What follows belongs to an exercise in optimizing a design on an open flow for small area and a short achievable clock period; a production flow would make more cautious choices. In this exercise RTL edits were held to simulation tests only and were not proved equivalent to the original. No activity file was given, so power comes from the tool's default toggle rates.

run 1:
// fmul
module fmul
  (
   input         clk,
   input         reset,
   input         req,
   input [31:0]  x,
   input [31:0]  y,
   output [31:0] rslt,
   output [4:0]  flag
   );
For scale: about 110 flip-flops, roughly 100 I/O pins, roughly 16000 um2 of cells after synthesis.
==> flow/config.mk <==
export PLATFORM = sky130hd
export DESIGN_NAME = fmul
export DESIGN_NICKNAME = fmul
export VERILOG_FILES = /design/flow/design.v
export SDC_FILE = /design/flow/constraint.sdc
export NUM_CORES = 4
export LEC_CHECK = 0
export ABC_AREA = 1
export CAP_MARGIN = 20
export CORE_MARGIN = 2
export CORE_UTILIZATION = 50
export SLEW_MARGIN = 20
==> flow/constraint.sdc <==
create_clock -name core_clock -period 11.0 [get_ports {clk}]
set_input_delay 2.2000 -clock core_clock [delete_from_list [all_inputs] [get_ports {clk}]]
set_output_delay 2.2000 -clock core_clock [all_outputs]
set_load 0.01 [all_outputs]
standard.sh (not shown) runs the stock make flow with config.mk's settings and CLKGATE_MAP_FILE= SYNTH_SCRIPT=/design/flow/synth_recipe.tcl, a recipe that flattens the netlist after the stock synthesis.
==> flow/flow/run.sh <==
#!/bin/bash
export SETUP_SLACK_MARGIN=${SETUP_SLACK_MARGIN_OVERRIDE:-6}
bash standard.sh > standard_flow.log 2>&1
Run 1 was carried through to the last stage, and its layout satisfied the timing, DRC and antenna checks.
Input-level comparison between run 2 and run 1:
-- flow/design.v --
<<< run 1, line 104
   wire [27:0]   v5 = qr[1] ? v4[29:2] : v4[27:0];
   wire          k5 = qr[1] & (|v4[1:0]);
   wire [26:0]   w  = qr[0] ? v5[27:1] : v5[26:0];
   wire          k6 = qr[0] & v5[0];
   wire          stk0 = k1 | k2 | k3 | k4 | k5 | k6;
   wire          c = ~w[26];
   wire          sh = c & cok;
   wire [25:0]   nw = sh ? w[25:0] : w[26:1];
   wire          stk = stk0 | (~sh & w[0]);
   wire [22:0]   man = nw[24:2];
   wire          gb = nw[1];
>>> run 2, line 104
   wire [27:0]   v5 = qr[1] ? v4[29:2] : v4[27:0];
   wire          k5 = qr[1] & (|v4[1:0]);
   wire          c = ~(qr[0] ? v5[27] : v5[26]);
   wire          sh = c & cok;
   wire [2:0]    t = {qr[0] & ~sh, qr[0] ^ ~sh, ~qr[0] & sh};    
   wire [25:0]   nw = ({26{t[0]}} & v5[25:0]) | ({26{t[1]}} & v5[26:1]) | ({26{t[2]}} & v5[27:2]);
   wire          stk = k1 | k2 | k3 | k4 | k5 | (~t[0] & v5[0]) | (t[2] & v5[1]);
   wire [22:0]   man = nw[24:2];
   wire          gb = nw[1];
Results
- Looking at count of plain and timing-repair buffers, run 2 sits about 7% below run 1.
- Run 2 against run 1: global-route wire length before repair -about 5%; area overhead of the layout relative to synthesis saw an increase.
- Run 2: multi-input gate area in the final layout is 6.1% lower than what run 1 reported.
- Compare run 1 and run 2 | final estimated routing congestion in global placement higher: run 1
- Against run 1, worst setup slack in run 2 came out worse.
- Run 2 against run 1: share of the final layout cell area in multi-input gates now sits lower, total power after layout now sits lower, met3 usage now sits at about the same level, cell leakage power now sits lower, register-to-register slack now sits lower.
- Across both runs, number of nets in the synthesized netlist was lower for run 2 than for run 1.
- Between run 1 and run 2, synthesized cell count decreased.


## job 103
The RTL this note starts from:
==> flow/design.v <==
module fmul
  (
   input         clk,
   input         reset,
   input         req,
   input [31:0]  x,
   input [31:0]  y,
   output [31:0] rslt,
   output [4:0]  flag
   );
   reg [3:0]     st;             
   always @(posedge clk)
     st <= req ? 4'b0001 : {st[2:0], 1'b0};
   wire          xz = (x[30:23] == 8'h00);
   wire          yz = (y[30:23] == 8'h00);
   wire [23:0]   fx = {~xz, x[22:0]};
   wire [23:0]   fy = {~yz, y[22:0]};
   wire [8:0]    grp = req   ? {fx[7:0], 1'b0} :
                       st[0] ? fx[15:7] : fx[23:15];
   reg [3:0]     bneg, bone, btwo, bneh, bonh, btwh;
   reg           xt;             
   integer       k;
   always @(posedge clk) begin
      for (k = 0; k < 4; k = k + 1) begin
         bneg[k] <= grp[2*k+2] & ~(grp[2*k+1] & grp[2*k]);
         bone[k] <= grp[2*k+1] ^ grp[2*k];
         btwo[k] <= (grp[2*k+2] & ~grp[2*k+1] & ~grp[2*k]) | (~grp[2*k+2] & grp[2*k+1] & grp[2*k]);
         bneh[k] <= grp[2*k+2] & ~(grp[2*k+1] & grp[2*k]);
         bonh[k] <= grp[2*k+1] ^ grp[2*k];
         btwh[k] <= (grp[2*k+2] & ~grp[2*k+1] & ~grp[2*k]) | (~grp[2*k+2] & grp[2*k+1] & grp[2*k]);
      end
      xt <= fx[23];
   end
   reg [23:0]    yr;             
   reg [24:0]    hr;             
   reg [23:0]    lr;             
   wire [24:0]   y2 = {yr, 1'b0};
   wire [24:0]   y1 = {1'b0, yr};
   wire [24:0]   pp0 = {((y1[24:12] & {13{bonh[0]}}) | (y2[24:12] & {13{btwh[0]}})) ^ {13{bneh[0]}},
                         ((y1[11:0] & {12{bone[0]}}) | (y2[11:0] & {12{btwo[0]}})) ^ {12{bneg[0]}}};
   wire [24:0]   pp1 = {((y1[24:12] & {13{bonh[1]}}) | (y2[24:12] & {13{btwh[1]}})) ^ {13{bneh[1]}},
                         ((y1[11:0] & {12{bone[1]}}) | (y2[11:0] & {12{btwo[1]}})) ^ {12{bneg[1]}}};
   wire [24:0]   pp2 = {((y1[24:12] & {13{bonh[2]}}) | (y2[24:12] & {13{btwh[2]}})) ^ {13{bneh[2]}},
                         ((y1[11:0] & {12{bone[2]}}) | (y2[11:0] & {12{btwo[2]}})) ^ {12{bneg[2]}}};
   wire [24:0]   pp3 = {((y1[24:12] & {13{bonh[3]}}) | (y2[24:12] & {13{btwh[3]}})) ^ {13{bneh[3]}},
                         ((y1[11:0] & {12{bone[3]}}) | (y2[11:0] & {12{btwo[3]}})) ^ {12{bneg[3]}}};
   wire [32:0]   r0 = {7'b1010101, ~bneg[0], pp0};
   wire [32:0]   r1 = {5'h00, ~bneg[1], pp1, 1'b0, bneg[0]};
   wire [32:0]   r2 = {3'h0, ~bneg[2], pp2, 1'b0, bneg[1], 2'b00};
   wire [32:0]   r3 = {1'b0, ~bneg[3], pp3, 1'b0, bneg[2], 4'h0};
   wire [32:0]   rh = {7'h00, ~hr[24], hr[24], hr[23:0]};
   wire [32:0]   rx = {1'b0, yr & {24{xt & st[2]}}, 1'b0, bneg[3], 6'h00};
   function [65:0] csa(input [32:0] a, input [32:0] b, input [32:0] c);
      csa = {a ^ b ^ c, ((a & b) | (a & c) | (b & c)) << 1};
   endfunction
   wire [32:0]   s1, c1, s2, c2, s3, c3, s4, c4;
   assign {s1, c1} = csa(r0, r1, r2);
   assign {s2, c2} = csa(r3, rh, rx);
   assign {s3, c3} = csa(s1, c1, s2);
   assign {s4, c4} = csa(s3, c3, c2);
   wire [32:0]   tot = s4 + c4;
   always @(posedge clk) begin
      lr <= {tot[7:0], lr[23:8]};
      hr <= req ? 25'h0 : tot[32:8];
   end
   function [4:0] lzc24(input [23:0] v);
      integer i;
      begin
         lzc24 = 5'd24;
         for (i = 0; i < 24; i = i + 1)
           if (v[i]) lzc24 = 5'd23 - i;
      end
   endfunction
   reg [9:0]     er;             
   reg [6:0]     qr;             
   reg           cok, nrmok, flush;
   wire [8:0]    sxy = {1'b0, x[30:23]} + {1'b0, y[30:23]};
   wire [9:0]    sxz = {1'b0, er[8:0]} + {9'h000, ~xt} + {9'h000, ~yr[23]};
   wire [4:0]    lz = lzc24(xz ? fx : fy);
   wire [9:0]    sm = sxz - {5'h00, qr[4:0]};                
   wire [9:0]    e_l1 = sm - 10'd127;                       
   wire          e_ge = ~e_l1[9];                           
   wire [5:0]    shv = e_ge ? 6'd23 - {1'b0, qr[4:0]} : 6'd22 - sxz[5:0];   
   wire [49:0]   v0 = {hr[23:0], lr, 2'b00};
   wire [49:0]   v1 = qr[5] ? {32'h0, v0[49:32]} : v0;
   wire          k1 = qr[5] & (|v0[31:0]);
   wire [41:0]   v2 = qr[4] ? {8'h00, v1[49:16]} : v1[41:0];
   wire          k2 = qr[4] & (|v1[15:0]);
   wire [33:0]   v3 = qr[3] ? v2[41:8] : v2[33:0];
   wire          k3 = qr[3] & (|v2[7:0]);
   wire [29:0]   v4 = qr[2] ? v3[33:4] : v3[29:0];
   wire          k4 = qr[2] & (|v3[3:0]);
   wire [27:0]   v5 = qr[1] ? v4[29:2] : v4[27:0];
   wire          k5 = qr[1] & (|v4[1:0]);
   wire [26:0]   w  = qr[0] ? v5[27:1] : v5[26:0];
   wire          k6 = qr[0] & v5[0];
   wire          stk0 = k1 | k2 | k3 | k4 | k5 | k6;
   wire          c = ~w[26];
   wire          sh = c & cok;
   wire [25:0]   nw = sh ? w[25:0] : w[26:1];
   wire          stk = stk0 | (~sh & w[0]);
   wire [22:0]   man = nw[24:2];
   wire          gb = nw[1];
   wire          rb = nw[0];
   wire          rnd = gb & (rb | stk | man[0]);
   wire          inx = gb | rb | stk;
   wire [9:0]    expn = c ? er - 10'd1 : er;     
   wire [7:0]    e8 = nrmok ? expn[7:0] : 8'h00;
   wire          ovf = nrmok & (expn[8:0] >= 9'h0ff);
   wire          xnan = (x[30:23] == 8'hff) & (x[22:0] != 0);
   wire          ynan = (y[30:23] == 8'hff) & (y[22:0] != 0);
   wire          xinf = (x[30:23] == 8'hff) & (x[22:0] == 0);
   wire          yinf = (y[30:23] == 8'hff) & (y[22:0] == 0);
   wire          xsn = xnan & ~x[22];
   wire          ysn = ynan & ~y[22];
   wire          xzero = (x[30:0] == 0);
   wire          yzero = (y[30:0] == 0);
   wire [30:0]   nv = {e8, man};
   wire          all1 = &man;
   wire [30:0]   nr = nv + {30'h0, rnd};
   wire          c23 = rnd & all1;                       
   wire          uf = inx & (e8 == 8'h00) & (~c23 | ~rb);   
   wire          of = c23 & (e8 == 8'hfe);
   reg [31:0]    o_r;
   reg [4:0]     o_f;
   always @(*) begin
      o_r = {x[31] ^ y[31], 31'h0}; o_f = 5'h00;
      if (xnan) begin
         o_r = x | 32'h00400000;
         o_f[4] = xsn | ysn;
      end else if (ynan) begin
         o_r = y | 32'h00400000;
         o_f[4] = ysn;
      end else if ((xinf & yzero) | (yinf & xzero)) begin
         o_r = 32'hffc00000; o_f[4] = 1'b1;
      end else if (xinf | yinf) begin
         o_r[30:0] = 31'h7f800000;
      end else if (xzero | yzero) begin
      end else if (flush) begin
         o_f[1:0] = 2'b11;
      end else if (ovf) begin
         o_r[30:0] = 31'h7f800000; o_f[2] = 1'b1; o_f[0] = 1'b1;
      end else begin
         o_r[30:0] = nr;
         o_f[2:0] = {of, uf, inx};
      end
   end
   always @(posedge clk) begin
      if (req)
        yr <= fy;
      else if (st[3])
        yr <= o_r[23:0];
      if (req)
        er <= {1'b0, sxy};
      else if (st[1])
        er <= sm - 10'd126;
      else if (st[3])
        er <= {2'b00, o_r[31:24]};
      if (st[0])
        qr <= {2'b00, lz};
      else if (st[1])
        qr <= {1'b0, shv};
      else if (st[3])
        qr <= {2'b00, o_f};
      if (st[1]) begin
         cok <= e_ge & (e_l1 != 10'd0);
         nrmok <= e_ge;
         flush <= (sxz[8:0] <= 9'd99);          
      end
   end
   assign rslt = {er[7:0], yr};
   assign flag = qr[4:0];
endmodule
export LEC_CHECK = 0
export ABC_AREA = 1
export CAP_MARGIN = 20
export CORE_MARGIN = 2
export CORE_UTILIZATION = 50
export SLEW_MARGIN = 20
create_clock -name core_clock -period 11.0 [get_ports {clk}]
Scripts as last shown in full above: flow/flow/run.sh
Modified inputs, job 101 compared to job 103
--- a/flow/design.v
+++ b/flow/design.v
@@ -57,9 +57,23 @@
    assign {s1, c1} = csa(r0, r1, r2);
    assign {s2, c2} = csa(r3, rh, rx);
    assign {s3, c3} = csa(s1, c1, s2);
    assign {s4, c4} = csa(s3, c3, c2);
-   wire [32:0]   tot = s4 + c4;
+   wire [32:0]   ap = s4 ^ c4;
+   wire [32:0]   ag = s4 & c4;
+   reg [32:0]    pg, pp_;
+   integer       l, m, j;
+   always @(*) begin
+      pg = ag; pp_ = ap;
+      for (l = 0; l < 6; l = l + 1)
+        for (m = 0; m < 33; m = m + 1)
+          if ((m >> l) & 1) begin
+             j = ((m >> l) << l) - 1;
+             pg[m] = pg[m] | (pp_[m] & pg[j]);
+             pp_[m] = pp_[m] & pp_[j];
+          end
+   end
+   wire [32:0]   tot = ap ^ {pg[31:0], 1'b0};
    always @(posedge clk) begin
       lr <= {tot[7:0], lr[23:8]};
       hr <= req ? 25'h0 : tot[32:8];
    end
### Flow results
- Per the final summary, job 101 finished and its layout is clean on timing, DRC and antenna.
- Re number of buffers and inverters on the critical path: job 101 is 1 down on job 103.
- Simple logic cell fraction of the synthesized area: job 101 vs job 103, no meaningful difference
- Going from job 103 to job 101, adder and majority gate portion of the synthesized area grows by 0.65 points.
- Synthesized netlist net count: job 101 lower than job 103
- Job 101 has wire length of the first global-routing pass above what job 103 had.
- | number of stages on the worst setup path | job 101 vs job 103 | 1 higher |
- From job 103 to job 101 the numbers moved as follows: final non-filler cell total now sits lower; worst slew margin relative to its limit moved up; placeable core region decreased 330 µm²; effective utilization at floorplan now sits lower.
- Re clock-buffer cell count: job 103 and job 101 aren't equal, and the higher value belongs to job 101.
- Job 103 → job 101: average routed wire per standard cell rose 3.3%, core utilization rose by 0.79 points, global-route usage rose by 1.8 points.

[what the ideal ports hide]
The results above use ideal ports. As a check the final layouts listed here were re-extracted and re-timed, cells and wires unchanged.
Step 1 (the two cells are an assumption about what drives the block):
set clk [get_ports {clk}]
set_driving_cell -lib_cell sky130_fd_sc_hd__clkbuf_16 $clk
set_driving_cell -lib_cell sky130_fd_sc_hd__buf_2 [delete_from_list [all_inputs] $clk]
Step 2 adds t to the input delays and takes it off the output delays; t is the mean of the earliest and latest rising clock arrival at the registers after step 1. Input paths then give back, and output paths get back, about the clock's delay inside the block.
a / b / c = ideal / step 1 / step 2; a / b = the first two.
run | t (ns) | setup WS [ns] | clock arrival spread, ns | slew at the worst register clock pin (ns) | pins driven straight from the clock port
run 1 | 0.424 | 6.108 / 6.108 / 5.834 | 0.021 / 0.020 | 0.09 / 0.09 | 1
run 2 | 0.425 | 6.072 / 6.072 / 5.874 | 0.013 / 0.013 | 0.09 / 0.09 | 1
job 103 | 0.424 | 6.049 / 6.049 / 5.731 | 0.017 / 0.016 | 0.09 / 0.09 | 1
job 101 | 0.438 | 6.003 / 6.003 / 5.657 | 0.014 / 0.014 | 0.08 / 0.08 | 1
After both steps every run listed still meets setup and hold. For job 101, which loses most, drivers alone change the setup slack by 0.000 ns; drivers and shift together by -0.346 ns.
